This design comes from an exercise in tuning for small area and a short achievable clock period on the open sky130 flow, not from production work.
At most, simulation tests tie the RTL to the original design; equivalence was not proved.
The RTL of run 7 was laid out without a check of its function.
Power figures rest on the tool's default switching activity, not on a simulated workload.

==> design/flow/flow/run.sh <==
#!/bin/bash
# Standard layout with custom clock-tree-synthesis arguments.
set -euo pipefail
export CTS_ARGS="-sink_clustering_enable -repair_clock_nets -dont_use_dummy_load -sink_clustering_size 25 -sink_clustering_max_diameter 60"
bash standard.sh > standard.log 2>&1
==> design/flow/standard.sh <==
#!/bin/bash
# synth_recipe.tcl (not shown) runs the flow's synth.tcl, then flattens the netlist and writes it again
# the make line also repeats each setting of config.mk as NAME=value (left out here)
make -C /OpenROAD-flow-scripts/flow DESIGN_CONFIG=/design/flow/config.mk WORK_HOME=/design/flow/orfs CLKGATE_MAP_FILE= SYNTH_SCRIPT=/design/flow/synth_recipe.tcl "${@:-finish}"
==> design/flow/config.mk <==
export PLATFORM = sky130hd
export DESIGN_NAME = SPI_WRAPPER
export DESIGN_NICKNAME = SPI_WRAPPER
export VERILOG_FILES = /design/flow/design.v
export SDC_FILE = /design/flow/constraint.sdc
export NUM_CORES = 4
export LEC_CHECK = 0
export CAP_MARGIN = 40
export CORE_MARGIN = 2
export CORE_UTILIZATION = 65
export SETUP_SLACK_MARGIN = 4
export SLEW_MARGIN = 40
==> design/flow/constraint.sdc <==
create_clock -name core_clock -period 6.5 [get_ports {clk}]
set_input_delay 1.3000 -clock core_clock [delete_from_list [all_inputs] [get_ports {clk}]]
set_output_delay 1.3000 -clock core_clock [all_outputs]
set_load 0.01 [all_outputs]
==> design/flow/design.v <==
module SPI_SLAVE(
    input            clk,
    input            rst_n,
    input            MOSI,
    input            SS_n,
    input      [7:0] tx_data,
    input            tx_valid,
    output     [9:0] rx_data,
    output reg       rx_valid,
    output reg       MISO
);
localparam IDLE      = 3'b000;
localparam CHK_CMD   = 3'b001;
localparam WRITE     = 3'b011;
localparam READ_ADD  = 3'b010;
localparam READ_DATA = 3'b110;
reg [2:0]  cs, ns;
reg [3:0]  counter;       
reg        read_add_flg;
reg        loaded;        
reg [10:0] sr;
assign rx_data = sr[10:1];
always @(posedge clk)
    sr <= {sr[9:0], MOSI};
always @(*) begin
    case (cs)
        IDLE:      ns = SS_n ? IDLE : CHK_CMD;
        CHK_CMD:   ns = SS_n ? IDLE : (!MOSI ? WRITE : (read_add_flg ? READ_DATA : READ_ADD));
        WRITE:     ns = SS_n ? IDLE : WRITE;
        READ_ADD:  ns = SS_n ? IDLE : READ_ADD;
        READ_DATA: ns = SS_n ? IDLE : READ_DATA;
        default:   ns = IDLE;
    endcase
end
always @(posedge clk or negedge rst_n) begin
    if (!rst_n)
        cs <= IDLE;
    else
        cs <= ns;
end
wire collect = (cs == WRITE) || (cs == READ_ADD) || (cs == READ_DATA && !tx_valid);
wire shift   = (cs == READ_DATA) && tx_valid;
always @(posedge clk or negedge rst_n) begin
    if (!rst_n) begin
        rx_valid     <= 1'b0;
        MISO         <= 1'b0;
        counter      <= 4'hf;
        read_add_flg <= 1'b0;
        loaded       <= 1'b0;
    end else begin
        rx_valid <= 1'b0;
        if (cs == IDLE) begin
            MISO    <= 1'b0;
            counter <= 4'hf;
            loaded  <= 1'b0;
        end
        if (collect) begin
            counter <= counter + 4'd1;
            if (counter == 4'd9) begin
                rx_valid <= 1'b1;
                counter  <= 4'hf;
                if (cs == READ_ADD)  read_add_flg <= 1'b1;
                if (cs == READ_DATA) read_add_flg <= 1'b0;
            end
        end
        if (shift) begin
            if (counter == 4'hf) begin
                loaded  <= 1'b1;
                counter <= 4'd7;
            end else begin
                MISO    <= loaded & tx_data[~counter[2:0]];
                counter <= counter - 4'd1;
            end
        end
    end
end
endmodule
module RAM (
    input            clk,
    input            rst_n,
    input      [9:0] din,
    input            rx_valid,
    output reg [7:0] dout,
    output reg       tx_valid
);
reg [2:0] phase;
reg [2:0] slot;
reg [3:0] sel_lo;
reg [7:0] sel_hi;
reg       addr_rst;
reg       dirty;
wire match = (phase == slot);
wire wr    = dirty & match;
wire ld    = rx_valid & ~din[8];
wire wev   = rx_valid & ~din[9] & din[8];
wire clr   = addr_rst & (~dirty | match);
wire [7:0] grp [0:7];
genvar g, h;
generate
    for (h = 0; h < 8; h = h + 1) begin : bank
        wire [7:0] tap [0:3];
        for (g = 0; g < 4; g = g + 1) begin : ring
            reg [63:0] r;
            wire we = wr & sel_hi[h] & sel_lo[g];
            always @(posedge clk)
                r <= {r[55:0], we ? dout : r[63:56]};
            assign tap[g] = r[63:56];
        end
        assign grp[h] = ({8{sel_lo[0]}} & tap[0]) | ({8{sel_lo[1]}} & tap[1])
                      | ({8{sel_lo[2]}} & tap[2]) | ({8{sel_lo[3]}} & tap[3]);
    end
endgenerate
wire [7:0] rd = ({8{sel_hi[0]}} & grp[0]) | ({8{sel_hi[1]}} & grp[1])
              | ({8{sel_hi[2]}} & grp[2]) | ({8{sel_hi[3]}} & grp[3])
              | ({8{sel_hi[4]}} & grp[4]) | ({8{sel_hi[5]}} & grp[5])
              | ({8{sel_hi[6]}} & grp[6]) | ({8{sel_hi[7]}} & grp[7]);
always @(posedge clk)
    phase <= phase + 3'd1;
always @(posedge clk) begin
    if (ld) begin
        slot   <= din[7:5];
        sel_hi <= 8'd1 << din[4:2];
        sel_lo <= 4'd1 << din[1:0];
    end else if (clr) begin
        slot   <= 3'd0;
        sel_hi <= 8'd1;
        sel_lo <= 4'd1;
    end
end
always @(posedge clk or negedge rst_n) begin
    if (!rst_n)
        addr_rst <= 1'b1;
    else if (ld | ~dirty | match)
        addr_rst <= 1'b0;
end
always @(posedge clk) begin
    if (wev)
        dirty <= 1'b1;
    else if (match)
        dirty <= 1'b0;
end
reg [7:0] mq;
reg       fq;
always @(posedge clk) begin
    mq <= rd;
    fq <= match & ~dirty & ~wev;
end
always @(posedge clk) begin
    if (wev)
        dout <= din[7:0];
    else if (fq)
        dout <= mq;
end
always @(posedge clk or negedge rst_n) begin
    if (!rst_n)
        tx_valid <= 1'b0;
    else if (rx_valid)
        tx_valid <= din[9] & din[8];
end
endmodule
module SPI_WRAPPER(
  input    MOSI,
  input    clk,
  input    rst_n,
  input    SS_n,
  output   MISO
);
wire        rx_valid, tx_valid;
wire [9:0]  rx_data;
wire [7:0]  tx_data;
SPI_SLAVE SPISLAVE (
    .clk(clk),
    .rst_n(rst_n),
    .MOSI(MOSI),
    .rx_data(rx_data),
    .tx_data(tx_data),
    .SS_n(SS_n),
    .rx_valid(rx_valid),
    .tx_valid(tx_valid),
    .MISO(MISO)
);
RAM ram_mem (
    .clk(clk),
    .rst_n(rst_n),
    .din(rx_data),
    .dout(tx_data),
    .rx_valid(rx_valid),
    .tx_valid(tx_valid)
);
endmodule
==> flow_summary.ini, run 1 <==
[status]
status = finished clean

[logic_synthesis]
ys_seq_elements = 2108
synthArstFlopShare_pct = 0.6167
yosys-top-cells-area = dfxtp_1, mux2_4, a22oi_1
syn_area_mm2 = 0.04965
ys_seq_area_share_pct = 85.60
ys.flop_type = dfxtp_1
synthCells = 2837
synth_edf_count = 23
synth.top_cell.area_share_pct = 83.54
syn-num-nets = 2845
syn_area_per_cell_um2 = 17.50
yosys_warnings = 2
yosysTopAreaCell = dfxtp_1
synth_cell_types = 44

[setup_path]
cp-start-kind = flip-flop
cp_num_buf_inv = 1
crit_path_end_kind = primary output
worst-setup-path-type = flip-flop to primary output
slowest_stage = dfrtp_1
path_delay_family = flip-flops
cpPeakStageDelay_ns = 0.41
critPathRequiredTime_ns = 5.20
cp_data_arrival_time_ns = 1.22
path_max_fanout = 2
cp_cell_sequence = clkbuf_2

[clock_network]
clk_latency_ns = 0.67
cts-hold-fix-buffers = 0
cts-htree-levels = 3
clockRootBuffer = clkbuf_16
path_clk_slew_ns = 0.09
cts_tree = done
clk_path_buf_depth = 3
cts.sinks = 2108
cts_made_buffers = 101

[drt]
wire_per_inst_um = 20.60
num_vias = 18980
drc = 0
drtAntennaViolNets = 0
viasPerCell = 4.939
wirelength_um = 79160
firstDrtPassIters = 5
first_iter_violations = 1181

[grt]
grt_pass1_wl_um = 119800
grt_antenna_before_repair = 0
grt_usage_pct = 20.49
gr-total-overflow = 0
grt_max_degree = 41
grt_pass1_vias = 19570

[timing]
setup_tns_ns = 0
relSlewSlack_pct = 44.32
fin_ws_ns = 3.980
rsz0062_at_grt = true
worstMarginPinSlew_ns = 0.8351
fmaxAchievable_mhz = 396.9
period_needed_ns = 2.520
period_share_pct = 38.77
finalHoldViolCount = 0
finClkSkew_ns = 0.04163
drv_slew = 0
setup_viol = 0

[cells_and_area]
drive_gt1_share_pct = 15.01
stdcell_count = 3843
final_common_cell = dfxtp_1
post-route-cell-area_mm2 = 0.05276
antenna_cells = 0
syn_to_final_growth_pct = 6.272
nNetsFinal = 2875
mostFrequentLayoutCells = dfxtp_1, mux2_4, a22oi_1, clkbuf_16, nand2_1

[place]
post-place-ws_ns = 3.637
placed_area_mm2 = 0.05019
portBuffers = 4
dp.cells = 3738
gp_congestion = 0.7954
hpwlAfterDp_um = 45500

[die]
io_pins = 5
rows = 101
initial_core_util_pct = 65.48
die_w_um = 280.4
die_h_um = 280.4
core_mm2 = 0.07582
fp.dieArea_mm2 = 0.07861

[power_and_ir_drop]
total_power_w = 0.01944
leakage_nw = 21.09
power_density_mw_per_mm2 = 368.5
ir_worst_vdd_mv = 0.2836

[worst_hold_path]
hp-class = flip-flop to flip-flop

[flow_run]
maxCapViolCount = 0
state kept, by name, indices dropped and copies added, names as in the netlist, 3 cells and up:
name / count
SPISLAVE.cs: 3
ram_mem.bank.ring.r: 2048
ram_mem.mq: 8
ram_mem.sel_hi: 8
SPISLAVE.counter: 4
ram_mem.sel_lo: 4
ram_mem.slot: 3
ram_mem.phase: 3
SPISLAVE.sr: 11
ram_mem.dout: 8
cell families (layout without fill, tap and decap cells):
group	count (synthesis)	after routing	synth area share, %
AOI/OAI and AO/OA	179	179	2.656
xor gates and xnor gates	5	5	0.08820
adders and majority gates	4	4	0.1008
buffers and inverters	103	131	1.751
DFF	2108	2108	85.60
muxes	268	268	7.792
and+or+nand+nor	170	170	2.008
final timing paths:
check | slack, ns | to | depth (start not counted) | startpoint
min in group asynchronous | 1.02 | SPISLAVE.MISO | 1 | rst_n
hold / removal | 0.29 | ram_mem.bank[5].ring[3].r[62] | 0 | ram_mem.bank[5].ring[3].r[54]
setup / recovery | 3.98 | MISO | 1 | SPISLAVE.MISO
setup reg to reg | 4.03 | ram_mem.bank[7].ring[2].r[2] | 4 | ram_mem.sel_lo[2]
max in group asynchronous | 5.05 | SPISLAVE.cs[2] | 1 | rst_n
hold reg to reg | 0.29 | ram_mem.bank[5].ring[3].r[62] | 0 | ram_mem.bank[5].ring[3].r[54]
synthesized netlist by cell type, drive strengths merged, types with 4 or more instances:
cell       n
dfxtp   2072
mux2     266
a22oi    160
nand2     76
buf       50
clkbuf    49
and3      33
edfxtp    23
and2       9
nand4      9
dfrtp      8
nand3      8
nor2       8
nand2b     7
nor3       7
o21ai      7
a21oi      5
dfstp      5
ha         4
inv        4
xor2       4
through the flow:
step	hold WS (ns)	utilization, %
final	0.2870	69.59
after global routing	0.2916	69.59
after CTS	0.2838	69.55
after detailed placement	0.3121	66.20
after global placement	0.3096	66.20
after floorplan	0.3096	-
per-layer routing:
layer | part of all wire (%) | GRT usage (%) | routed length [um] | vias to the layer above
li1 | - | - | - | 9261
met1 | 53 | 31.88 | 41630 | 9361
met2 | 42 | 30.17 | 33350 | 252
met3 | 3.1 | 3.139 | 2483 | 106
met4 | 2.1 | 5.142 | 1700 | 0
met5 | 0 | 0 | 0 | -
layout make-up:
type                            instances  area [um^2]
Clock buffer                          101         2527
Sequential cell                      2108        42500
Inverter                                4        15.01
Tap cell                              978         1224
Timing Repair Buffer                   26        211.5
Multi-Input combinational cell        626         6285
Fill cell                            4996        23060
where the power goes:
group,switching (W),internal (W),leakage [nW]
combinational,0.0000677,0.0000363,2.84
clock,0.00358,0.00277,1.24
sequential,0.0000376,0.0130,17.0
timing repair:
| item | 4_1_cts | 5_1_grt |
|---|---|---|
| pin swaps | 0 | 0 |
| resized for setup | 9 | 2 |
| endpoints found under the setup margin | 144 | 39 |
| setup buffers | 0 | 4 |
==> run 2, diff against run 1 <==
--- a/design/flow/config.mk
+++ b/design/flow/config.mk
@@ -7,6 +7,6 @@
 export LEC_CHECK = 0
 export CAP_MARGIN = 40
 export CORE_MARGIN = 2
-export CORE_UTILIZATION = 65
+export CORE_UTILIZATION = 80
 export SETUP_SLACK_MARGIN = 4
 export SLEW_MARGIN = 40
==> flow_summary.ini, run 2 <==
[cells_and_area]
syn_to_final_growth_pct = 5.463
postLayoutCoreUtil_pct = 85.16
antenna_cells = 0
nNetsFinal = 2868
reg_top3 = ram_mem.bank.ring.r: 2048 flops, SPISLAVE.sr: 11 flops
fillers = 2458
regMostFlops = ram_mem.bank.ring.r
largest_register_ffs = 2048
mostFrequentLayoutCells = dfxtp_1, mux2_4, a22oi_1, clkbuf_16, nand2_1
drive_gt1_share_pct = 14.73
final_common_cell = dfxtp_1

[logic_synthesis]
synth_cell_types = 44
yosysTopAreaCell = dfxtp_1
synthArstFlopShare_pct = 0.6167
yosys-top-cells-area = dfxtp_1, mux2_4, a22oi_1
synthCells = 2837
synth_edf_count = 23
ys_seq_elements = 2108
ys.flop_type = dfxtp_1
synthTopCellsByCount = dfxtp_1, mux2_4, a22oi_1
syn_area_mm2 = 0.04965
syn-num-nets = 2845
synth.top_cell.area_share_pct = 83.54
ys_seq_area_share_pct = 85.60
yosys_warnings = 2
syn_area_per_cell_um2 = 17.50
synth.most_common_cell = dfxtp_1

[worst_hold_path]
holdPathStages = 0
hp-class = flip-flop to flip-flop

[clock_network]
cts_tree = done
clk_path_buf_depth = 3
path_clk_slew_ns = 0.09
cts-hold-fix-buffers = 0
clk_latency_ns = 0.67
cts_made_buffers = 94
clockRootBuffer = clkbuf_16
cts.sinks = 2108
cts-htree-levels = 3

[die]
die_w_um = 253.1
die_h_um = 253.1
fp.dieArea_mm2 = 0.06407
initial_core_util_pct = 80.75
io_pins = 5
core_mm2 = 0.06148
rows = 91

[setup_path]
path_max_fanout = 11
critPathRequiredTime_ns = 7.04
rr_worst_depth = 3
path_delay_family = simple AND/OR/NAND/NOR gates
cp_cell_sequence = and2_1 -> and3_1 -> mux2_2
cp_num_buf_inv = 0
cpPeakStageDelay_ns = 0.79
slowest_stage = and2_1
cp-start-kind = flip-flop
worst-setup-path-type = flip-flop to flip-flop
crit_path_end_kind = flip-flop
cp.depth = 3
cp_data_arrival_time_ns = 3.03

[place]
portBuffers = 4
hpwlAfterDp_um = 49760
gp_congestion = 0.8181

[drt]
viasPerCell = 5.580
first_iter_violations = 1600
drtAntennaViolNets = 0
num_vias = 20355
drc = 0
wirelength_um = 96000
wire_per_inst_um = 26.32
firstDrtPassIters = 7

[grt]
grt_max_degree = 47
grt_antenna_before_repair = 3
grt_pass1_vias = 22068
grt_usage_pct = 30.61
gr-total-overflow = 0
grt_pass1_wl_um = 142000

[flow_run]
maxCapViolCount = 0

[timing]
fmaxAchievable_mhz = 401.5
period_needed_ns = 2.491
finClkSkew_ns = 0.03869
relSlewSlack_pct = 41.70
worstMarginPinSlew_ns = 0.8745
rsz0062_at_grt = false
drv_slew = 0
setup_viol = 0
setup_tns_ns = 0
finalHoldViolCount = 0
period_share_pct = 38.32

[power_and_ir_drop]
power_density_mw_per_mm2 = 370.3
ir_worst_vdd_mv = 0.3642
leakage_nw = 21.02

[status]
status = finished clean
[run 2: cell counts after synthesis]
No cell type changed its count.
[run 2: power by group]
group	leakage, nW	internal (W)	switching (W)
Combinational	2.84	0.0000373	0.0000810
Sequential	17.0	0.0130	0.0000497
Clock	1.16	0.00260	0.00368
Total	21.0	0.0156	0.00381
[run 2: layout make-up]
cell class	instances	area (um^2)	area share [%]
timing repair buffer	26	222.7	0.4253
tap	790	988.4	1.888
sequential	2108	42500	81.17
clock buffer	94	2352	4.492
multi-input combinational	626	6282	12.00
inverter	4	15.01	0.02867
[run 2: routing by layer]
layer  GRT usage [%]  part of all wire (%)  up-vias
li1                -                     -     9239
met1           42.04                    44    10309
met2           51.03                    49      600
met3           3.649                   4.3      205
met4           10.97                   3.3        2
met5               0                 0.014        -
[run 2: final timing paths]
check / start / to / slack [ns]
max in group asynchronous: rst_n / SPISLAVE.cs[0] / 4.97
min in group asynchronous: rst_n / SPISLAVE.loaded / 1.07
min: ram_mem.bank[6].ring[1].r[54] / ram_mem.bank[6].ring[1].r[62] / 0.30
max: ram_mem.sel_lo[0] / ram_mem.bank[7].ring[0].r[7] / 4.01
max reg2reg: ram_mem.sel_lo[0] / ram_mem.bank[7].ring[0].r[7] / 4.01
min reg2reg: ram_mem.bank[6].ring[1].r[54] / ram_mem.bank[6].ring[1].r[62] / 0.30
[run 2: kinds of logic after synthesis]
group | after synthesis | share of synthesized area (%)
AO/OA/AOI/OAI | 179 | 2.656
XOR/XNOR | 5 | 0.08820
adder cells (fa/ha/maj) | 4 | 0.1008
buffers and inverters | 103 | 1.751
flip-flops | 2108 | 85.60
multiplexers | 268 | 7.792
AND/OR/NAND/NOR | 170 | 2.008
[run 2: what timing repair did]
| action | in CTS | in global routing |
|---|---|---|
| endpoints found under the setup margin | 37 | 1 |
| gates resized for setup | 5 | 1 |
| setup buffers | 0 | 0 |
| cloned | 0 | 0 |
[run 2: worst register-to-register path, stage by stage (launching register included)]
cell,delay [ns]
edfxtp_1,0.71
and2_1,0.80
and3_1,0.49
mux2_2,0.39
[run 2: per-stage QoR]
stage	total power, W	worst slack [ns]	area, um^2	hold WS (ns)	instances
finish	0.01939	4.009	52360	0.2997	3648
global route	0.01986	4.000	52360	0.3113	3648
CTS	0.01944	3.889	52360	0.3027	3647
detailed placement	0.01340	3.908	50000	0.3121	3553
global placement	0.01337	3.881	49950	0.3095	3549
floorplan	0.01334	4.604	49650	0.3096	2837
==> run 3, diff against run 2 <==
==> design/flow/flow/run.sh (replaced) <==
#!/bin/bash
# Standard layout with custom clock-tree-synthesis arguments.
set -euo pipefail
export CTS_ARGS="-sink_clustering_enable -repair_clock_nets -dont_use_dummy_load -sink_clustering_size 30 -sink_clustering_max_diameter 50"
bash standard.sh > standard.log 2>&1
--- a/design/flow/config.mk
+++ b/design/flow/config.mk
@@ -7,6 +7,6 @@
 export LEC_CHECK = 0
 export CAP_MARGIN = 40
 export CORE_MARGIN = 2
-export CORE_UTILIZATION = 80
+export CORE_UTILIZATION = 65
 export SETUP_SLACK_MARGIN = 4
 export SLEW_MARGIN = 40
==> flow_summary.ini, run 3 <==
[power_and_ir_drop]
power_frac_comb_pct = 0.5
internal-power_w = 0.01675
switching_share_pct = 18.79
power_density_mw_per_mm2 = 384.0
leakage_nw = 21.55
ir_worst_vdd_mv = 0.2845
power_frac_clock_pct = 36.5
power_frac_seq_pct = 63.0
total_power_w = 0.02062
switching_power_w = 0.003874

[cells_and_area]
final_common_cell = dfxtp_1
antenna_cells = 0
mostFrequentLayoutCells = dfxtp_1, mux2_4, a22oi_1, clkbuf_16, nand2_1
regMostFlops = ram_mem.bank.ring.r
nNetsFinal = 2912
drive_gt1_share_pct = 16.13
post-route-cell-area_mm2 = 0.05370
syn_to_final_growth_pct = 8.152
reg_top3 = ram_mem.bank.ring.r: 2048 flops, SPISLAVE.sr: 11 flops
largest_register_ffs = 2048

[grt]
gr-total-overflow = 0
grt_max_degree = 41
grt_usage_pct = 20.92
grt_pass1_wl_um = 121700
grt_pass1_vias = 20026
grt_antenna_before_repair = 0

[setup_path]
path_max_fanout = 2
crit_path_end_kind = primary output
cp_data_arrival_time_ns = 1.23
cp_num_buf_inv = 1
cp_cell_sequence = buf_6
slowest_stage = dfrtp_1
cpPeakStageDelay_ns = 0.41
critPathRequiredTime_ns = 5.20
worst-setup-path-type = flip-flop to primary output
cp-start-kind = flip-flop
path_delay_family = flip-flops

[place]
placed_area_mm2 = 0.05019
gp_congestion = 0.7954
hpwlAfterDp_um = 45500
portBuffers = 4

[drt]
firstDrtPassIters = 5
drc = 0
first_iter_violations = 1178
drtAntennaViolNets = 0
wire_per_inst_um = 20.59
wirelength_um = 79890
num_vias = 19272
viasPerCell = 4.967

[timing]
finClkSkew_ns = 0.06269
setup_viol = 0
drv_slew = 0
setup_tns_ns = 0
hold-worst-slack_ns = 0.2632
fmaxAchievable_mhz = 394.9
rsz0062_at_grt = true
worstMarginPinSlew_ns = 0.7778
relSlewSlack_pct = 48.15
period_share_pct = 38.96
finalHoldViolCount = 0
period_needed_ns = 2.532

[clock_network]
cts_tree = done
path_clk_slew_ns = 0.08
clk_path_buf_depth = 3
cts-hold-fix-buffers = 0
cts.sinks = 2108
clk_latency_ns = 0.73
cts-htree-levels = 4
cts_made_buffers = 138
clockRootBuffer = clkbuf_16

[logic_synthesis]
syn_area_per_cell_um2 = 17.50
synth.top_cell.area_share_pct = 83.54
yosysTopAreaCell = dfxtp_1
yosys_warnings = 2
ys.flop_type = dfxtp_1
synth_edf_count = 23
ys_seq_area_share_pct = 85.60
synth.most_common_cell = dfxtp_1
syn_area_mm2 = 0.04965
synthArstFlopShare_pct = 0.6167
yosys-top-cells-area = dfxtp_1, mux2_4, a22oi_1
synth_cell_types = 44
synthCells = 2837
syn-num-nets = 2845
synthTopCellsByCount = dfxtp_1, mux2_4, a22oi_1
ys_seq_elements = 2108

[die]
rows = 101
io_pins = 5
die_h_um = 280.4
fp.dieArea_mm2 = 0.07861
die_w_um = 280.4
core_mm2 = 0.07582
initial_core_util_pct = 65.48

[worst_hold_path]
hp-class = flip-flop to flip-flop

[flow_run]
maxCapViolCount = 0

[status]
status = finished clean
[run 3: cell types whose count changed in the layout (fill, tap and decap cells not counted)]
cell,before,now
buf_4,17,19
and3_2,0,2
and3_1,5,3
buf_8,1,0
clkbuf_16,94,138
a21o_2,0,1
clkbuf_2,1,0
a21o_1,1,0
[run 3: kinds of logic (layout without fill, tap and decap cells)]
| group | count (synthesis) | in the layout | synth area share [%] |
|---|---|---|---|
| mux | 268 | 268 | 7.792 |
| flops | 2108 | 2108 | 85.60 |
| buf+inv | 103 | 168 | 1.751 |
| xor+xnor | 5 | 5 | 0.08820 |
| compound gates | 179 | 179 | 2.656 |
| simple gates | 170 | 170 | 2.008 |
| fa+ha+maj | 4 | 4 | 0.1008 |
[run 3: final cells by class]
| cell class | instances | area (um^2) |
|---|---|---|
| Tap cell | 978 | 1224 |
| Inverter | 4 | 15.01 |
| Multi-Input combinational cell | 626 | 6286 |
| Clock buffer | 138 | 3453 |
| Timing Repair Buffer | 26 | 217.7 |
| Fill cell | 4894 | 22130 |
| Sequential cell | 2108 | 42500 |
[run 3: stage by stage]
step	worst slack [ns]	cells	util, %
finish	3.968	3880	70.82
global route	3.919	3880	70.82
CTS	3.913	3876	70.77
detailed placement	3.637	3738	66.20
global placement	3.693	3738	66.20
floorplan	4.604	2837	-
[run 3: final timing paths]
| kind | start | to | slack, ns | depth (start not counted) |
|---|---|---|---|---|
| max in group asynchronous | rst_n | ram_mem.tx_valid | 5.04 | 1 |
| min in group asynchronous | rst_n | SPISLAVE.cs[2] | 0.99 | 1 |
| worst max-delay path | SPISLAVE.MISO | MISO | 3.97 | 1 |
| worst min-delay path | ram_mem.bank[6].ring[3].r[19] | ram_mem.bank[6].ring[3].r[27] | 0.26 | 0 |
| worst min register to register | ram_mem.bank[6].ring[3].r[19] | ram_mem.bank[6].ring[3].r[27] | 0.26 | 0 |
| worst max register to register | ram_mem.sel_lo[3] | ram_mem.bank[7].ring[3].r[7] | 4.10 | 4 |
[run 3: layer usage]
layer / track usage (%) / wire [um]
met5: 0 / 0
met2: 30.69 / 34100
met3: 3.905 / 2662
met1: 31.84 / 41550
met4: 5.992 / 1576
[run 3: what timing repair did]
item / in CTS / in global routing
gates resized for setup: 12 / 2
endpoints found under the setup margin: 144 / 41
buffers inserted: 0 / 4
[run 3: power by group through the flow]
stage          sequential, W  clock [W]  combinational (W)
2_1_floorplan         0.0133          0          0.0000745
3_3_place_gp          0.0133          0          0.0000890
3_5_place_dp          0.0133          0          0.0000980
4_1_cts               0.0130    0.00769          0.0000991
5_1_grt               0.0130    0.00817           0.000110
6_report              0.0130    0.00752           0.000103
==> run 4, diff against run 3 <==
==> design/flow/flow/run.sh (replaced) <==
#!/bin/bash
# Standard layout with custom clock-tree-synthesis arguments, and every combinational cell
# set to its smallest size after floorplan (timing repair upsizes what it needs).
set -euo pipefail
export CTS_ARGS="-sink_clustering_enable -repair_clock_nets -dont_use_dummy_load -sink_clustering_size 25 -sink_clustering_max_diameter 60"
export POST_FLOORPLAN_TCL=$PWD/flow/downsize.tcl
bash standard.sh > standard.log 2>&1
==> design/flow/flow/downsize.tcl (new file) <==
# Replace each combinational cell by the smallest cell of the same function family
# (same name without the drive-strength suffix); timing repair later upsizes where needed.
set n 0
foreach inst [get_cells *] {
  set lc [get_lib_cell -of_objects $inst]
  if {[regexp {^sky130_fd_sc_hd__(df|edf|sdf|dl|sdl|bufbuf|lpflow)} [get_name $lc]]} { continue }
  set name [get_name $lc]
  if {![regexp {^(sky130_fd_sc_hd__[a-z0-9]+)_([0-9]+)$} $name -> base drv]} { continue }
  if {[regexp {^sky130_fd_sc_hd__(clk|dly|conb|tap|fill|decap|diode)} $name]} { continue }
  set best ""; set best_area 1e9
  foreach cand [get_lib_cells ${base}_*] {
    set cn [get_name $cand]
    if {![regexp "^${base}_\[0-9\]+\$" $cn]} { continue }
    if {[lsearch -exact $::env(DONT_USE_CELLS) $cn] >= 0} { continue }
    set a [get_property $cand area]
    if {$a < $best_area} { set best_area $a; set best $cn }
  }
  if {$best ne "" && $best ne $name} {
    replace_cell $inst [lindex [get_lib_cells $best] 0]
    incr n
  }
}
puts "downsize: replaced $n cells"
--- a/design/flow/config.mk
+++ b/design/flow/config.mk
@@ -7,6 +7,6 @@
 export LEC_CHECK = 0
 export CAP_MARGIN = 40
 export CORE_MARGIN = 2
-export CORE_UTILIZATION = 65
+export CORE_UTILIZATION = 80
 export SETUP_SLACK_MARGIN = 4
 export SLEW_MARGIN = 40
==> flow_summary.ini, run 4 <==
[status]
status = finished clean

[grt]
grt_antenna_before_repair = 4
grt_usage_pct = 26.70
gr-total-overflow = 0
grt_pass1_vias = 20655
grt_pass1_wl_um = 125600
grt_max_degree = 39

[clock_network]
clk_latency_ns = 0.67
path_clk_slew_ns = 0.09
cts.sinks = 2108
clk_path_buf_depth = 3
cts_tree = done
cts-htree-levels = 3
cts-hold-fix-buffers = 0
clockRootBuffer = clkbuf_16
cts_made_buffers = 94

[timing]
setup_viol = 0
finalHoldViolCount = 0
finClkSkew_ns = 0.04316
drv_slew = 0
hold-worst-slack_ns = 0.3113
period_share_pct = 37.81
worstMarginPinSlew_ns = 0.8163
fin_ws_ns = 4.042
setup_tns_ns = 0
rsz0062_at_grt = true
fmaxAchievable_mhz = 406.8
relSlewSlack_pct = 45.58
period_needed_ns = 2.458

[drt]
highest_layer = met4
first_iter_violations = 1278
wirelength_um = 83700
num_vias = 19643
dr_wl_met2_um = 38470
wl_met1_um = 38990
viasPerCell = 5.386
drtAntennaViolNets = 0
drc = 0
wire_per_inst_um = 22.95
firstDrtPassIters = 5
wl_met3_um = 3844

[die]
rows = 91
io_pins = 5
fp.dieArea_mm2 = 0.06407
initial_core_util_pct = 80.75
die_w_um = 253.1
core_mm2 = 0.06148
die_h_um = 253.1

[cells_and_area]
syn_to_final_growth_pct = 3.405
reg_top3 = ram_mem.bank.ring.r: 2048 flops, SPISLAVE.sr: 11 flops
drive_gt1_share_pct = 4.275
largest_register_ffs = 2048
stdcell_count = 3647
mostFrequentLayoutCells = dfxtp_1, mux2_1, a22oi_1, clkbuf_16, nand2_1
nNetsFinal = 2864
regMostFlops = ram_mem.bank.ring.r
final_common_cell = dfxtp_1

[logic_synthesis]
post_synth_fa_ha_maj_area_fraction_pct = 0.1008
synth-simple-area-share_pct = 2.008
syn-num-nets = 2845
synth.top_cell.area_share_pct = 83.54
synth_top_family_by_area = multiplexers
synth_edf_count = 23
ys_seq_area_share_pct = 85.60
synth_compound_area_share_pct = 2.656
yosys-top-cells-area = dfxtp_1, mux2_4, a22oi_1
yosysTopAreaCell = dfxtp_1
syn_area_per_cell_um2 = 17.50
synthCells = 2837
synthArstFlopShare_pct = 0.6167
yosys_warnings = 2
synth_cell_types = 44
synth-xor-area-share_pct = 0.08820
ys_seq_elements = 2108
synth.most_common_cell = dfxtp_1
synth.area.mux_share_pct = 7.792
synthTopCellsByCount = dfxtp_1, mux2_4, a22oi_1
syn_area_mm2 = 0.04965
ys.flop_type = dfxtp_1

[setup_path]
cp_num_buf_inv = 1
cp_data_arrival_time_ns = 1.16
worst-setup-path-type = flip-flop to primary output
cpPeakStageDelay_ns = 0.39
cp.depth = 1
crit_path_end_kind = primary output
ff2ff_setup_slack_ns = 4.06
cp-start-kind = flip-flop
rr_worst_depth = 4
path_delay_family = flip-flops
slowest_stage = dfrtp_1
critPathRequiredTime_ns = 5.20
path_max_fanout = 2
cp_cell_sequence = buf_2

[place]
hpwlAfterDp_um = 46120
gp_congestion = 0.7936
portBuffers = 4
dp.cells = 3549
post-place-ws_ns = 3.976

[worst_hold_path]
holdPathStages = 0
hp-class = flip-flop to flip-flop

[flow_run]
maxCapViolCount = 0

[power_and_ir_drop]
leakage_nw = 21.17
ir_worst_vdd_mv = 0.3126
power_density_mw_per_mm2 = 375.4
-- run 4: cell type report --
cell class              instances  area (um^2)
diodes                          3        7.507
clock buffers                  94         2352
fillers                      2770        10140
inverters                       4        15.01
multi-input cells             626         5298
flip-flops and latches       2108        42500
well taps                     790        988.4
repair buffers                 22        177.7
-- run 4: where the power goes --
part / total [W] / internal (W) / leakage, nW / switching, W
logic: 0.000102 / 0.0000349 / 2.99 / 0.0000668
registers: 0.0130 / 0.0130 / 17.0 / 0.0000400
clock network: 0.00618 / 0.00259 / 1.16 / 0.00359
total: 0.0193 / 0.0156 / 21.2 / 0.00369
-- run 4: layer usage --
metal	vias up	GRT usage [%]
li1	9257	-
met1	9785	38.48
met2	456	42.60
met3	145	3.896
met4	0	8.267
met5	-	0
-- run 4: cell families (layout without fill, tap and decap cells) --
family | after synthesis | count (layout)
compound gates | 179 | 179
fa+ha+maj | 4 | 4
xor+xnor | 5 | 5
buf+inv | 103 | 120
other cells | 0 | 3
simple gates | 170 | 170
flops | 2108 | 2108
mux | 268 | 268
-- run 4: repair_timing --
action,in CTS,in global routing
endpoints found under the setup margin,60,7
resized for setup,5,4
setup buffers,1,0
-- run 4: final timing paths --
kind,to,from
setup / recovery,MISO,SPISLAVE.MISO
hold / removal,ram_mem.bank[6].ring[0].r[8],ram_mem.bank[6].ring[0].r[0]
setup reg to reg,ram_mem.bank[2].ring[0].r[5],ram_mem.sel_lo[0]
hold reg to reg,ram_mem.bank[6].ring[0].r[8],ram_mem.bank[6].ring[0].r[0]
max in group asynchronous,SPISLAVE.loaded,rst_n
min in group asynchronous,SPISLAVE.cs[0],rst_n
-- run 4: through the flow --
stage	area [um^2]	utilization, %	total power, W
floorplan	49650	-	0.01334
global route	51330	83.49	0.01979
CTS	51330	83.48	0.01935
global placement	48960	79.64	0.01337
finish	51340	83.50	0.01927
detailed placement	48960	79.64	0.01338
==> run 5, diff against run 4 <==
==> design/flow/flow/run.sh (replaced) <==
#!/bin/bash
# Standard layout with custom clock-tree-synthesis arguments, and every combinational cell
# set to its smallest size after floorplan (timing repair upsizes what it needs).
set -euo pipefail
export CTS_ARGS="-sink_clustering_enable -repair_clock_nets -dont_use_dummy_load -sink_clustering_size 16 -sink_clustering_max_diameter 45 -buf_list sky130_fd_sc_hd__clkbuf_8 -root_buf sky130_fd_sc_hd__clkbuf_16"
export POST_FLOORPLAN_TCL=$PWD/flow/downsize.tcl
bash standard.sh > standard.log 2>&1
==> flow_summary.ini, run 5 <==
[power_and_ir_drop]
ir_worst_vdd_mv = 0.3642
power_density_mw_per_mm2 = 366.6
total_power_w = 0.01873
leakage_nw = 21.09

[grt]
gr-total-overflow = 0
grt_pass1_vias = 20160
grt_pass1_wl_um = 118400
grt_antenna_before_repair = 3
grt_max_degree = 39
grt_usage_pct = 25.30

[logic_synthesis]
synth.most_common_cell = dfxtp_1
yosysTopAreaCell = dfxtp_1
syn_area_mm2 = 0.04965
ys_seq_area_share_pct = 85.60
synth_edf_count = 23
ys.flop_type = dfxtp_1
synth_cell_types = 44
synthTopCellsByCount = dfxtp_1, mux2_4, a22oi_1
yosys_warnings = 2
synth.top_cell.area_share_pct = 83.54
yosys-top-cells-area = dfxtp_1, mux2_4, a22oi_1
synthCells = 2837
ys_seq_elements = 2108
syn_area_per_cell_um2 = 17.50
synthArstFlopShare_pct = 0.6167
syn-num-nets = 2845

[timing]
period_needed_ns = 2.482
worstMarginPinSlew_ns = 0.8466
setup_tns_ns = 0
finalHoldViolCount = 0
drv_slew = 0
setup_viol = 0
relSlewSlack_pct = 43.56
fmaxAchievable_mhz = 402.8
period_share_pct = 38.19
finClkSkew_ns = 0.05903
fin_ws_ns = 4.018
rsz0062_at_grt = true

[die]
io_pins = 5
die_w_um = 253.1
rows = 91
initial_core_util_pct = 80.75
core_mm2 = 0.06148
die_h_um = 253.1
fp.dieArea_mm2 = 0.06407

[clock_network]
cts-htree-levels = 4
cts_tree = done
clockRootBuffer = clkbuf_16
path_clk_slew_ns = 0.09
cts.sinks = 2108
cts-hold-fix-buffers = 0
cts_made_buffers = 151
clk_latency_ns = 0.69
clk_path_buf_depth = 3

[place]
dp.cells = 3549
portBuffers = 4
hpwlAfterDp_um = 46120
post-place-ws_ns = 3.976
gp_congestion = 0.7936

[drt]
viasPerCell = 5.284
drc = 0
firstDrtPassIters = 5
wirelength_um = 78740
wire_per_inst_um = 21.26
first_iter_violations = 1170
drtAntennaViolNets = 0
num_vias = 19567

[flow_run]
maxCapViolCount = 0

[setup_path]
worst-setup-path-type = flip-flop to primary output
cp_num_buf_inv = 1
cp_cell_sequence = buf_6
critPathRequiredTime_ns = 5.20
path_delay_family = flip-flops
slowest_stage = dfrtp_1
cp_data_arrival_time_ns = 1.18
crit_path_end_kind = primary output
path_max_fanout = 2
cp-start-kind = flip-flop
cpPeakStageDelay_ns = 0.40

[cells_and_area]
postLayoutCoreUtil_pct = 83.08
largest_register_ffs = 2048
nNetsFinal = 2921
regMostFlops = ram_mem.bank.ring.r
final_common_cell = dfxtp_1
stdcell_count = 3703
drive_gt1_share_pct = 6.218
mostFrequentLayoutCells = dfxtp_1, mux2_1, a22oi_1, clkbuf_8, nand2_1
syn_to_final_growth_pct = 2.880
reg_top3 = ram_mem.bank.ring.r: 2048 flops, SPISLAVE.sr: 11 flops

[worst_hold_path]
hp-class = flip-flop to flip-flop

[status]
status = finished clean
==> run 5: kinds of logic (layout without fill, tap and decap cells) <==
family,after synthesis,in the layout,synth area share [%]
AOI/OAI and AO/OA,179,179,2.656
buffers and inverters,103,177,1.751
other,0,2,0
adders and majority gates,4,4,0.1008
and+or+nand+nor,170,170,2.008
xor gates and xnor gates,5,5,0.08820
muxes,268,268,7.792
DFF,2108,2108,85.60
==> run 5: power breakdown <==
part	switching (W)	internal, W
clock network	0.00354	0.00211
logic	0.0000591	0.0000345
registers	0.0000379	0.0130
==> run 5: cell type report <==
| cell class | instances | area, um^2 |
|---|---|---|
| Tap cell | 790 | 988.4 |
| Multi-Input combinational cell | 626 | 5304 |
| Clock buffer | 151 | 2090 |
| Fill cell | 2891 | 10400 |
| Inverter | 4 | 15.01 |
| Antenna cell | 2 | 5.005 |
| Timing Repair Buffer | 22 | 176.4 |
| Sequential cell | 2108 | 42500 |
==> run 5: stage by stage <==
| stage | instance area [um^2] | hold WS, ns |
|---|---|---|
| after floorplan | 49650 | 0.3096 |
| after global placement | 48960 | 0.3095 |
| after detailed placement | 48960 | 0.3121 |
| after CTS | 51060 | 0.2938 |
| after global routing | 51080 | 0.3026 |
| final | 51080 | 0.2998 |
==> run 5: final timing paths <==
check,start,end,slack (ns),cells after the start
worst max-delay path,SPISLAVE.MISO,MISO,4.02,1
worst min-delay path,ram_mem.bank[2].ring[3].r[26],ram_mem.bank[2].ring[3].r[34],0.30,0
worst max register to register,ram_mem.sel_lo[2],ram_mem.mq[0],4.07,6
worst min register to register,ram_mem.bank[2].ring[3].r[26],ram_mem.bank[2].ring[3].r[34],0.30,0
max in group asynchronous,rst_n,ram_mem.tx_valid,5.04,1
min in group asynchronous,rst_n,SPISLAVE.cs[1],1.03,1
==> run 5: layer usage <==
metal	up-vias	wire (um)	GRT usage (%)
met1	9606	37720	37.03
met4	0	2147	9.129
met3	147	4255	5.006
met2	465	34620	38.14
met5	-	0	0
li1	9349	-	-
==> run 5: timing repair <==
item | 4_1_cts | 5_1_grt
gates cloned | 0 | 0
gates resized for setup | 5 | 5
setup endpoints to repair | 15 | 63
setup buffers | 1 | 0
==> run 6, diff against run 5 <==
--- a/design/flow/config.mk
+++ b/design/flow/config.mk
@@ -7,6 +7,6 @@
 export LEC_CHECK = 0
 export CAP_MARGIN = 40
 export CORE_MARGIN = 2
-export CORE_UTILIZATION = 80
+export CORE_UTILIZATION = 88
 export SETUP_SLACK_MARGIN = 4
 export SLEW_MARGIN = 40
==> flow_summary.ini, run 6 <==
[clock_network]
cts_tree = done
cts-htree-levels = 4
cts.sinks = 2108
cts-hold-fix-buffers = 0
clk_path_buf_depth = 3
clockRootBuffer = clkbuf_16
clk_latency_ns = 0.70
cts_made_buffers = 151
path_clk_slew_ns = 0.10

[timing]
fmaxAchievable_mhz = 398.3
fin_ws_ns = 3.989
worstMarginPinSlew_ns = 0.9645
setup_viol = 0
period_share_pct = 38.63
setup_tns_ns = 0
rsz0062_at_grt = true
relSlewSlack_pct = 35.66
finalHoldViolCount = 0
period_needed_ns = 2.511
drv_slew = 0
finClkSkew_ns = 0.05804

[place]
gp_congestion = 0.8004
placed_area_mm2 = 0.04891
post-place-ws_ns = 3.886
hpwlAfterDp_um = 52470
portBuffers = 4
dp.cells = 3513

[setup_path]
path_max_fanout = 36
crit_path_end_kind = flip-flop
worst-setup-path-type = flip-flop to flip-flop
ff2ff_setup_slack_ns = 3.99
r2r-start = ram_mem.sel_lo[2]
rr_worst_depth = 6
path_delay_family = compound AO/OA/AOI/OAI gates
cp-start-kind = flip-flop
critPathRequiredTime_ns = 7.02
slowest_stage = edfxtp_1
cpPeakStageDelay_ns = 0.44
r2r-end = ram_mem.mq[1]
cp_num_buf_inv = 2
cp_data_arrival_time_ns = 3.03
crit_top_cell = a22oi_1
cp_cell_sequence = buf_4 -> buf_6 -> a22oi_1 -> nand2_1 -> a22oi_1 -> nand4_1

[cells_and_area]
antenna_cells = 0
post-route-cell-area_mm2 = 0.05103
reg_top3 = ram_mem.bank.ring.r: 2048 flops, SPISLAVE.sr: 11 flops
syn_to_final_growth_pct = 2.772
final_common_cell = dfxtp_1
drive_gt1_share_pct = 6.256
mostFrequentLayoutCells = dfxtp_1, mux2_1, a22oi_1, clkbuf_8, nand2_1
largest_register_ffs = 2048
regMostFlops = ram_mem.bank.ring.r
stdcell_count = 3665
nNetsFinal = 2919

[power_and_ir_drop]
switching_share_pct = 20.42
power_density_mw_per_mm2 = 371.8
power_frac_seq_pct = 68.5
total_power_w = 0.01897
leakage_nw = 21.09
switching_power_w = 0.003875
power_frac_comb_pct = 0.6
internal-power_w = 0.01510
ir_worst_vdd_mv = 0.2962
power_frac_clock_pct = 30.9

[grt]
grt_usage_pct = 34.90
gr-total-overflow = 0
grt_pass1_wl_um = 147800
grt_max_degree = 52
grt_antenna_before_repair = 4
grt_pass1_vias = 23091

[logic_synthesis]
syn_area_per_cell_um2 = 17.50
synthCells = 2837
synth_edf_count = 23
ys.flop_type = dfxtp_1
yosys_warnings = 2
ys_seq_area_share_pct = 85.60
synth.top_cell.area_share_pct = 83.54
syn_area_mm2 = 0.04965
synthTopCellsByCount = dfxtp_1, mux2_4, a22oi_1
yosysTopAreaCell = dfxtp_1
synth_cell_types = 44
yosys-top-cells-area = dfxtp_1, mux2_4, a22oi_1
synth.most_common_cell = dfxtp_1
ys_seq_elements = 2108
synthArstFlopShare_pct = 0.6167
syn-num-nets = 2845

[drt]
num_vias = 21067
wire_per_inst_um = 27.07
firstDrtPassIters = 5
drc = 0
wirelength_um = 99200
drtAntennaViolNets = 0
first_iter_violations = 1585
viasPerCell = 5.748

[worst_hold_path]
hp-class = flip-flop to flip-flop
holdPathStages = 0
whs_endpoint = ram_mem.bank[7].ring[2].r[29]
min_from = ram_mem.bank[7].ring[2].r[21]

[die]
core_mm2 = 0.05606
die_w_um = 241.5
fp.dieArea_mm2 = 0.05834
io_pins = 5
die_h_um = 241.5
initial_core_util_pct = 88.57
rows = 87

[flow_run]
maxCapViolCount = 0

[status]
status = finished clean
==> run 6: cell counts after synthesis <==
No cell type changed its count.
==> run 6: power by group through the flow <==
stage	Combinational [W]	Clock (W)	Sequential, W
2_1_floorplan	0.0000745	0	0.0133
3_3_place_gp	0.0000830	0	0.0133
3_5_place_dp	0.0000977	0	0.0133
4_1_cts	0.000108	0.00587	0.0130
5_1_grt	0.000115	0.00629	0.0130
6_report	0.000111	0.00586	0.0130
==> run 6: final cells by class <==
class | count | area, um^2
well taps | 756 | 945.9
fillers | 1479 | 5034
inverters | 4 | 15.01
flip-flops and latches | 2108 | 42500
repair buffers | 20 | 162.7
multi-input cells | 626 | 5311
clock buffers | 151 | 2090
==> run 6: worst max-delay path by stage <==
stage	from	end	slack, ns	depth (start not counted)
after global placement	ram_mem.sel_lo[3]	ram_mem.bank[0].ring[3].r[2]	4.02	4
final	ram_mem.sel_lo[2]	ram_mem.mq[1]	3.99	6
after detailed placement	ram_mem.sel_lo[0]	ram_mem.bank[7].ring[0].r[2]	3.89	3
after global routing	SPISLAVE.MISO	MISO	3.96	1
after floorplan	ram_mem.slot[0]	ram_mem.sel_hi[0]	4.60	5
after CTS	SPISLAVE.MISO	MISO	3.87	1
==> run 6: through the flow <==
| step | utilization, % | hold slack [ns] |
|---|---|---|
| after floorplan | - | 0.3096 |
| after global placement | 87.24 | 0.3095 |
| final | 91.02 | 0.2752 |
| after detailed placement | 87.24 | 0.3121 |
| after CTS | 90.99 | 0.2806 |
| after global routing | 91.02 | 0.2709 |
==> run 6: kinds of logic after synthesis <==
kind of cell | share of synthesized area, %
flip-flops | 85.60
multiplexers | 7.792
AO/OA/AOI/OAI | 2.656
AND/OR/NAND/NOR | 2.008
buffers and inverters | 1.751
XOR/XNOR | 0.08820
adder cells (fa/ha/maj) | 0.1008
==> run 6: routing by layer <==
| metal | up-vias | global-route usage, % | wire length [um] | part of all wire (%) |
|---|---|---|---|---|
| met2 | 861 | 57.17 | 48790 | 49 |
| met5 | - | 0 | 0 | 0 |
| li1 | 9331 | - | - | - |
| met1 | 10595 | 44.31 | 39380 | 40 |
| met4 | 0 | 17.79 | 4541 | 4.6 |
| met3 | 280 | 7.769 | 6494 | 6.5 |
==> run 6: what timing repair did <==
action | CTS | global route
setup buffers | 1 | 0
gates resized for setup | 5 | 8
setup endpoints to repair | 74 | 85
==> run 7, diff against run 6 <==
--- a/design/flow/design.v
+++ b/design/flow/design.v
@@ -139,17 +139,11 @@
     else if (match)
         dirty <= 1'b0;
 end
-reg [7:0] mq;
-reg       fq;
-always @(posedge clk) begin
-    mq <= rd;
-    fq <= match & ~dirty & ~wev;
-end
 always @(posedge clk) begin
     if (wev)
         dout <= din[7:0];
-    else if (fq)
-        dout <= mq;
+    else if (match & ~dirty)
+        dout <= rd;
 end
 always @(posedge clk or negedge rst_n) begin
     if (!rst_n)
--- a/design/flow/config.mk
+++ b/design/flow/config.mk
@@ -7,6 +7,6 @@
 export LEC_CHECK = 0
 export CAP_MARGIN = 40
 export CORE_MARGIN = 2
-export CORE_UTILIZATION = 88
+export CORE_UTILIZATION = 80
 export SETUP_SLACK_MARGIN = 4
 export SLEW_MARGIN = 40
==> flow_summary.ini, run 7 <==
[status]
status = finished clean

[drt]
drtAntennaViolNets = 0
num_vias = 19896
drc = 0
viasPerCell = 5.393
wire_per_inst_um = 22.52
first_iter_violations = 1188
firstDrtPassIters = 7
wirelength_um = 83060

[die]
core_mm2 = 0.05913
initial_core_util_pct = 81.09
rows = 89
die_w_um = 248.8
io_pins = 5
fp.dieArea_mm2 = 0.06191
die_h_um = 248.8

[logic_synthesis]
synth.area.mux_share_pct = 6.174
synthCells = 2788
synth_top_family_by_area = multiplexers
synth_compound_area_share_pct = 3.139
ys_seq_area_share_pct = 88.26
synthArstFlopShare_pct = 0.6193
synthTopCellsByCount = dfxtp_1, mux2_2, a22oi_1
synth_cell_types = 48
yosysTopAreaCell = dfxtp_1
syn-num-nets = 2796
syn_area_mm2 = 0.04795
ys_seq_elements = 2099
syn_area_per_cell_um2 = 17.20
synth-simple-area-share_pct = 1.699
ys.flop_type = dfxtp_1
post_synth_fa_ha_maj_area_fraction_pct = 0.1044
synth_edf_count = 23
synth.most_common_cell = dfxtp_1
synth.top_cell.area_share_pct = 86.13
yosys-top-cells-area = dfxtp_1, mux2_2, a22oi_1
synth-xor-area-share_pct = 0.07306
yosys_warnings = 2

[power_and_ir_drop]
power_frac_clock_pct = 30.5
switching_share_pct = 19.64
power_density_mw_per_mm2 = 367.2
internal-power_w = 0.01506
power_frac_comb_pct = 0.5
ir_worst_vdd_mv = 0.3689
switching_power_w = 0.003682
power_frac_seq_pct = 69.0
leakage_nw = 20.89

[timing]
period_share_pct = 39.30
finClkSkew_ns = 0.06911
relSlewSlack_pct = 44.78
setup_tns_ns = 0
finalHoldViolCount = 0
period_needed_ns = 2.554
fmaxAchievable_mhz = 391.5
setup_viol = 0
rsz0062_at_grt = true
fin_ws_ns = 3.946
worstMarginPinSlew_ns = 0.8209
drv_slew = 0

[place]
portBuffers = 4
post-place-ws_ns = 3.729
gp_congestion = 0.8110
hpwlAfterDp_um = 47290
placed_area_mm2 = 0.04877

[flow_run]
maxCapViolCount = 0

[setup_path]
crit_path_end_kind = primary output
cp_data_arrival_time_ns = 1.25
cp_cell_sequence = buf_2
worst-setup-path-type = flip-flop to primary output
path_delay_family = flip-flops
path_max_fanout = 2
cp_num_buf_inv = 1
cp-start-kind = flip-flop
slowest_stage = dfrtp_1
cpPeakStageDelay_ns = 0.44
critPathRequiredTime_ns = 5.20

[cells_and_area]
multi_input_area_mm2 = 0.005305
post-route-cell-area_mm2 = 0.05105
regMostFlops = ram_mem.bank.ring.r
nNetsFinal = 2921
reg_top3 = ram_mem.bank.ring.r: 2048 flops, SPISLAVE.sr: 11 flops
drive_gt1_share_pct = 6.974
syn_to_final_growth_pct = 6.458
largest_register_ffs = 2048
mostFrequentLayoutCells = dfxtp_1, mux2_1, clkbuf_8, a22oi_1, nand2_1
regArea_mm2 = 0.04232
fillers = 2326
final_common_cell = dfxtp_1

[worst_hold_path]
hp-class = flip-flop to flip-flop

[clock_network]
clk_latency_ns = 0.71
cts-htree-levels = 4
path_clk_slew_ns = 0.09
cts_made_buffers = 153
clk_path_buf_depth = 3
cts_tree = done
cts.sinks = 2099
clockRootBuffer = clkbuf_16
cts-hold-fix-buffers = 0

[grt]
grt_antenna_before_repair = 6
grt_pass1_wl_um = 125900
gr-total-overflow = 0
grt_pass1_vias = 21001
grt_max_degree = 57
grt_usage_pct = 27.42
==> run 7: kinds of logic after synthesis <==
group / Yosys count
flip-flops: 2099
multiplexers: 261
AO/OA/AOI/OAI: 204
AND/OR/NAND/NOR: 146
buffers and inverters: 70
XOR/XNOR: 4
adder cells (fa/ha/maj): 4
==> run 7: timing repair <==
item	4_1_cts	5_1_grt
endpoints found under the setup margin	141	22
resized for setup	14	4
buffers inserted	6	5
gates cloned	0	0
pin swaps	4	2
==> run 7: final timing paths <==
check	start	endpoint	slack, ns	cells past startpoint
setup / recovery	SPISLAVE.MISO	MISO	3.95	1
hold / removal	ram_mem.bank[0].ring[2].r[5]	ram_mem.bank[0].ring[2].r[13]	0.27	0
setup reg to reg	ram_mem.sel_lo[2]	ram_mem.bank[4].ring[2].r[0]	3.99	6
hold reg to reg	ram_mem.bank[0].ring[2].r[5]	ram_mem.bank[0].ring[2].r[13]	0.27	0
max in group asynchronous	rst_n	SPISLAVE.loaded	5.10	1
min in group asynchronous	rst_n	SPISLAVE.cs[1]	0.96	1
==> run 7: layout make-up <==
type | count | area share, %
clock buffer | 153 | 4.147
inverter | 5 | 0.03677
multi-input combinational | 619 | 10.39
timing repair buffer | 35 | 0.5956
tap | 773 | 1.895
sequential | 2099 | 82.91
antenna | 5 | 0.02451
==> run 7: metal layers <==
metal | up-vias | track usage (%) | part of all wire, %
met5 | - | 0 | 0.025
met4 | 4 | 11.69 | 3.5
met3 | 178 | 5.684 | 5.3
met2 | 573 | 42.87 | 46
met1 | 9810 | 37.90 | 45
li1 | 9331 | - | -
==> run 7: through the flow <==
step | instances | util [%] | hold slack [ns] | total power, W
6_report | 3689 | 86.33 | 0.2738 | 0.01875
5_1_grt | 3686 | 86.32 | 0.2845 | 0.01930
4_1_cts | 3679 | 86.20 | 0.2726 | 0.01884
3_5_place_dp | 3520 | 82.48 | 0.3121 | 0.01332
3_3_place_gp | 3518 | 82.44 | 0.3095 | 0.01331
2_1_floorplan | 2788 | - | 0.3096 | 0.01328
==> run 7: power by group through the flow <==
stage | Combinational [W] | Clock (W) | Sequential, W
final | 0.0000909 | 0.00572 | 0.0129
after global routing | 0.0000982 | 0.00626 | 0.0129
after CTS | 0.0000867 | 0.00582 | 0.0129
after detailed placement | 0.0000853 | 0 | 0.0132
after global placement | 0.0000786 | 0 | 0.0132
after floorplan | 0.0000662 | 0 | 0.0132
==> run 8, diff against run 7 <==
--- a/design/flow/design.v
+++ b/design/flow/design.v
@@ -40,6 +40,7 @@
 end
 wire collect = (cs == WRITE) || (cs == READ_ADD) || (cs == READ_DATA && !tx_valid);
 wire shift   = (cs == READ_DATA) && tx_valid;
+wire miso_next = shift & loaded & tx_data[(counter == 4'hf) ? 3'd7 : ~counter[2:0]];
 always @(posedge clk or negedge rst_n) begin
     if (!rst_n) begin
         rx_valid     <= 1'b0;
@@ -49,8 +50,8 @@
         loaded       <= 1'b0;
     end else begin
         rx_valid <= 1'b0;
+        MISO <= miso_next;
         if (cs == IDLE) begin
-            MISO    <= 1'b0;
             counter <= 4'hf;
             loaded  <= 1'b0;
         end
@@ -68,7 +69,6 @@
                 loaded  <= 1'b1;
                 counter <= 4'd7;
             end else begin
-                MISO    <= loaded & tx_data[~counter[2:0]];
                 counter <= counter - 4'd1;
             end
         end
@@ -139,11 +139,17 @@
     else if (match)
         dirty <= 1'b0;
 end
+reg [7:0] mq;
+reg       fq;
+always @(posedge clk) begin
+    mq <= rd;
+    fq <= match & ~dirty & ~wev;
+end
 always @(posedge clk) begin
     if (wev)
         dout <= din[7:0];
-    else if (match & ~dirty)
-        dout <= rd;
+    else if (fq)
+        dout <= mq;
 end
 always @(posedge clk or negedge rst_n) begin
     if (!rst_n)
==> flow_summary.ini, run 8 <==
[status]
status = finished clean

[logic_synthesis]
post_synth_fa_ha_maj_area_fraction_pct = 0.1024
yosys-top-cells-area = dfxtp_1, mux2_2, mux2_4
synth_compound_area_share_pct = 2.788
yosys_warnings = 2
syn-num-nets = 2850
synth-simple-area-share_pct = 1.769
synth.area.mux_share_pct = 6.894
synth_cell_types = 48
synthTopCellsByCount = dfxtp_1, a22oi_1, mux2_2
synth_edf_count = 23
syn_area_per_cell_um2 = 17.20
synth-xor-area-share_pct = 0.07168
synthArstFlopShare_pct = 0.6167
ys_seq_elements = 2108
ys.flop_type = dfxtp_1
synthCells = 2842
syn_area_mm2 = 0.04888
synth_top_family_by_area = multiplexers
ys_seq_area_share_pct = 86.96
synth.top_cell.area_share_pct = 84.87
synth.most_common_cell = dfxtp_1
yosysTopAreaCell = dfxtp_1

[cells_and_area]
post-route-cell-area_mm2 = 0.05115
drive_gt1_share_pct = 6.265
fillers = 2622
nNetsFinal = 2931
mostFrequentLayoutCells = dfxtp_1, mux2_1, a22oi_1, clkbuf_8, nand2_1
antenna_cells = 0
syn_to_final_growth_pct = 4.641
reg_top3 = ram_mem.bank.ring.r: 2048 flops, SPISLAVE.sr: 11 flops
final_common_cell = dfxtp_1
multi_input_area_mm2 = 0.005304
regArea_mm2 = 0.04250
largest_register_ffs = 2048
regMostFlops = ram_mem.bank.ring.r

[timing]
drv_slew = 0
setup_viol = 0
finClkSkew_ns = 0.03695
rsz0062_at_grt = true
period_share_pct = 38.04
fmaxAchievable_mhz = 404.4
period_needed_ns = 2.473
finalHoldViolCount = 0
relSlewSlack_pct = 35.08
setup_tns_ns = 0
worstMarginPinSlew_ns = 0.9738

[die]
die_w_um = 251.2
rows = 90
core_mm2 = 0.06036
initial_core_util_pct = 80.98
fp.dieArea_mm2 = 0.06309
die_h_um = 251.2
io_pins = 5

[drt]
num_vias = 19879
drtAntennaViolNets = 0
viasPerCell = 5.368
firstDrtPassIters = 5
first_iter_violations = 1297
drc = 0
wirelength_um = 83500
wire_per_inst_um = 22.55

[setup_path]
cp_data_arrival_time_ns = 3.00
cp-start-kind = flip-flop
cp.depth = 6
path_delay_family = compound AO/OA/AOI/OAI gates
cp_cell_sequence = buf_4 -> buf_4 -> a22oi_1 -> nand2_1 -> a22oi_1 -> nand4_1
path_max_fanout = 40
slowest_stage = a22oi_1
worst-setup-path-type = flip-flop to flip-flop
critPathLaunch = ram_mem.sel_lo[2]
r2r-start = ram_mem.sel_lo[2]
cp_num_buf_inv = 2
rr_worst_depth = 6
crit_path_end_kind = flip-flop
critPathRequiredTime_ns = 7.03
cpPeakStageDelay_ns = 0.46

[worst_hold_path]
holdPathStages = 0
hp-class = flip-flop to flip-flop
min_from = ram_mem.bank[2].ring[3].r[11]

[grt]
use_met1_pct = 37.54
gr-total-overflow = 0
grt_pass1_vias = 21320
grt_max_degree = 65
grt_usage_pct = 27.29
grt_pass1_wl_um = 127300
grt_antenna_before_repair = 6
top_usage_layer = met2
grtUsageMet2_pct = 44.01
met3_usage_pct = 4.649

[clock_network]
clockRootBuffer = clkbuf_16
clk_path_buf_depth = 3
clk_latency_ns = 0.67
path_clk_slew_ns = 0.10
cts-htree-levels = 4
cts_made_buffers = 153
cts_tree = done
cts.sinks = 2108

[place]
gp_congestion = 0.8042
portBuffers = 4
hpwlAfterDp_um = 46490
placed_area_mm2 = 0.04901

[power_and_ir_drop]
total_power_w = 0.01884
ir_worst_vdd_mv = 0.2917
leakage_nw = 21.13
power_density_mw_per_mm2 = 368.4

[flow_run]
maxCapViolCount = 0
run 8: cell count changes in the layout (fill, tap and decap cells not counted), sizes merged, moves of 5 or more:
cell / change
a22oi: +32
and3: +30
a21boi: -24
buf: -9
dfxtp: +9
a222oi: -8
a2111oi: -7
mux2: +7
nand2: -7
nor2: -6
a31oi: -5
diode: -5
run 8: stage by stage:
stage | utilization [%] | hold WS, ns | setup slack, ns | instances
after floorplan | - | 0.3096 | 4.591 | 2842
after CTS | 84.71 | 0.3013 | 3.823 | 3702
final | 84.74 | 0.3006 | 4.027 | 3703
after global routing | 84.74 | 0.2956 | 3.996 | 3703
after detailed placement | 81.20 | 0.3121 | 3.724 | 3548
after global placement | 81.15 | 0.3096 | 3.516 | 3547
run 8: report_power, final:
part / internal, W / switching (W)
combinational: 0.0000362 / 0.0000725
clock: 0.00213 / 0.00362
sequential: 0.0129 / 0.0000353
run 8: kinds of logic (layout without fill, tap and decap cells):
| logic type | after synthesis | after routing |
|---|---|---|
| flops | 2108 | 2108 |
| mux | 268 | 268 |
| compound gates | 186 | 186 |
| simple gates | 165 | 165 |
| buf+inv | 107 | 186 |
| fa+ha+maj | 4 | 4 |
| xor+xnor | 4 | 4 |
run 8: what timing repair did:
action                     4_1_cts  5_1_grt
resized for setup                1        5
buffers inserted                 1        0
hold buffers                     0        0
gates cloned                     0        0
pin swaps                        1        0
setup endpoints to repair      144        1
run 8: final timing paths:
path	end	slack [ns]
max in group asynchronous	SPISLAVE.read_add_flg	4.99
max	ram_mem.mq[4]	4.03
min in group asynchronous	ram_mem.tx_valid	1.05
min reg2reg	ram_mem.bank[2].ring[3].r[19]	0.30
min	ram_mem.bank[2].ring[3].r[19]	0.30
max reg2reg	ram_mem.mq[4]	4.03
run 8: final cells by class:
cell class,instances,share of cell area (%)
multi-input cells,627,10.37
well taps,782,1.913
repair buffers,25,0.4183
clock buffers,153,4.139
flip-flops and latches,2108,83.10
inverters,8,0.05871
run 8: per-layer routing:
metal  part of all wire [%]  vias to the layer above
li1                       -                     9361
met1                     46                     9883
met2                     47                      457
met3                    4.2                      176
met4                    3.0                        2
met5                  0.012                        -
run 8: worst reg2reg max path: stages, from the launching register on:
cell and delay (ns):
edfxtp_1 0.40, buf_4 0.28, buf_4 0.41, a22oi_1 0.46, nand2_1 0.18, a22oi_1 0.46, nand4_1 0.15
==> run 9, diff against run 8 <==
--- a/design/flow/config.mk
+++ b/design/flow/config.mk
@@ -8,5 +8,5 @@
 export CAP_MARGIN = 40
 export CORE_MARGIN = 2
 export CORE_UTILIZATION = 80
-export SETUP_SLACK_MARGIN = 4
+export SETUP_SLACK_MARGIN = 4.12
 export SLEW_MARGIN = 40
==> flow_summary.ini, run 9 <==
[status]
status = finished clean

[logic_synthesis]
ys.flop_type = dfxtp_1
synthCells = 2842
synth.most_common_cell = dfxtp_1
syn_area_mm2 = 0.04888
synthTopCellsByCount = dfxtp_1, a22oi_1, mux2_2
yosys-top-cells-area = dfxtp_1, mux2_2, mux2_4
yosysTopAreaCell = dfxtp_1
synthArstFlopShare_pct = 0.6167
syn-num-nets = 2850
synth.top_cell.area_share_pct = 84.87
synth_edf_count = 23
yosys_warnings = 2
ys_seq_area_share_pct = 86.96
synth_cell_types = 48
ys_seq_elements = 2108
syn_area_per_cell_um2 = 17.20

[cells_and_area]
drive_gt1_share_pct = 6.299
antenna_cells = 0
regMostFlops = ram_mem.bank.ring.r
reg_top3 = ram_mem.bank.ring.r: 2048 flops, SPISLAVE.sr: 11 flops
regArea_mm2 = 0.04250
stdcell_count = 3703
final_common_cell = dfxtp_1
syn_to_final_growth_pct = 4.667
largest_register_ffs = 2048
mostFrequentLayoutCells = dfxtp_1, mux2_1, a22oi_1, clkbuf_8, nand2_1
postLayoutCoreUtil_pct = 84.76
multi_input_area_mm2 = 0.005309
nNetsFinal = 2931
fillers = 2618

[timing]
relSlewSlack_pct = 35.48
worstMarginPinSlew_ns = 0.9678
rsz0062_at_grt = true
setup_tns_ns = 0
hold-worst-slack_ns = 0.2922
period_share_pct = 37.86
fmaxAchievable_mhz = 406.4
period_needed_ns = 2.461
finalHoldViolCount = 0
finClkSkew_ns = 0.03851
drv_slew = 0
setup_viol = 0

[clock_network]
clockRootBuffer = clkbuf_16
clk_path_buf_depth = 3
cts_made_buffers = 153
cts-htree-levels = 4
cts-hold-fix-buffers = 0
cts_tree = done
path_clk_slew_ns = 0.09
clk_latency_ns = 0.67
cts.sinks = 2108

[worst_hold_path]
min_from = ram_mem.bank[2].ring[0].r[18]
hp-class = flip-flop to flip-flop

[drt]
wire_per_inst_um = 22.59
drtAntennaViolNets = 0
num_vias = 19882
first_iter_violations = 1314
wirelength_um = 83650
viasPerCell = 5.369
drc = 0
firstDrtPassIters = 5

[setup_path]
r2r-start = ram_mem.dirty
cpPeakStageDelay_ns = 0.38
ff2ff_setup_slack_ns = 4.17
rr_worst_depth = 4
slowest_stage = dfrtp_1
cp_num_buf_inv = 1
critPathRequiredTime_ns = 5.20
critPathLaunch = SPISLAVE.MISO
crit_path_end_kind = primary output
cp-start-kind = flip-flop
cp_data_arrival_time_ns = 1.16
path_max_fanout = 1
path_delay_family = flip-flops
crit_end = MISO
worst-setup-path-type = flip-flop to primary output
cp_cell_sequence = buf_6
cp.depth = 1
r2r-end = ram_mem.bank[7].ring[0].r[5]

[grt]
grt_pass1_wl_um = 127300
grt_pass1_vias = 21322
grt_max_degree = 65
grt_antenna_before_repair = 6
top_usage_layer = met2
use_met1_pct = 37.55
grt_usage_pct = 27.29
grtUsageMet2_pct = 43.99
gr-total-overflow = 0
met3_usage_pct = 4.649

[die]
rows = 90
die_h_um = 251.2
initial_core_util_pct = 80.98
core_mm2 = 0.06036
io_pins = 5
fp.dieArea_mm2 = 0.06309
die_w_um = 251.2

[flow_run]
maxCapViolCount = 0

[place]
hpwlAfterDp_um = 46490
dp.cells = 3548
portBuffers = 4
gp_congestion = 0.8042

[power_and_ir_drop]
leakage_nw = 21.13
ir_worst_vdd_mv = 0.2917
power_density_mw_per_mm2 = 368.4
[run 9: cell counts after synthesis]
Identical to the previous run, type by type.
[run 9: how the worst min path moves through the flow]
| stage | end | slack [ns] | cells after the start |
|---|---|---|---|
| after floorplan | SPISLAVE.sr[1] | 0.31 | 0 |
| after detailed placement | ram_mem.bank[1].ring[1].r[56] | 0.31 | 0 |
| final | ram_mem.bank[2].ring[0].r[26] | 0.29 | 0 |
| after global routing | ram_mem.bank[2].ring[3].r[19] | 0.30 | 0 |
| after CTS | ram_mem.bank[2].ring[3].r[19] | 0.30 | 0 |
| after global placement | ram_mem.bank[6].ring[3].r[40] | 0.31 | 0 |
[run 9: stage by stage]
stage / setup WS, ns / total power, W / area, um^2
finish: 4.039 / 0.01885 / 51160
floorplan: 4.591 / 0.01334 / 48880
global route: 3.996 / 0.01941 / 51160
detailed placement: 3.724 / 0.01339 / 49010
CTS: 3.823 / 0.01894 / 51140
global placement: 3.516 / 0.01337 / 48980
[run 9: cell type report]
type                       instances  share of cell area [%]
sequential                      2108                   83.08
inverter                           8                 0.05870
multi-input combinational        627                   10.38
tap                              782                   1.913
timing repair buffer              25                  0.4329
clock buffer                     153                   4.138
[run 9: timing repair]
action / 4_1_cts / 5_1_grt
endpoints found under the setup margin: 206 / 1
resized for setup: 4 / 5
gates cloned: 0 / 0
pin swaps: 1 / 0
setup buffers: 1 / 0
[run 9: routing by layer]
metal	wire length (um)	vias to the layer above
li1	-	9357
met2	39360	483
met5	10	-
met1	38200	9867
met3	3500	173
met4	2588	2
[run 9: logic make-up (layout without fill, tap and decap cells)]
group	count (synthesis)	after routing	synth area share, %
simple gates	165	165	1.769
xor+xnor	4	4	0.07167
buf+inv	107	186	1.418
flops	2108	2108	86.96
fa+ha+maj	4	4	0.1024
compound gates	186	186	2.788
mux	268	268	6.894
[run 9: report_power, final]
part           internal (W)  total (W)  switching [W]
sequential           0.0129     0.0130      0.0000353
clock               0.00213    0.00575        0.00362
combinational     0.0000363   0.000108      0.0000722

Re-timed with assumed drivers on the ports (clkbuf_16 on the clock, buf_2 on other inputs), run 9 has 3.975 ns of setup slack against 4.039 ns with ideal ports, and 4.168 ns once port delays also move by the mid clock arrival of 0.722 ns.
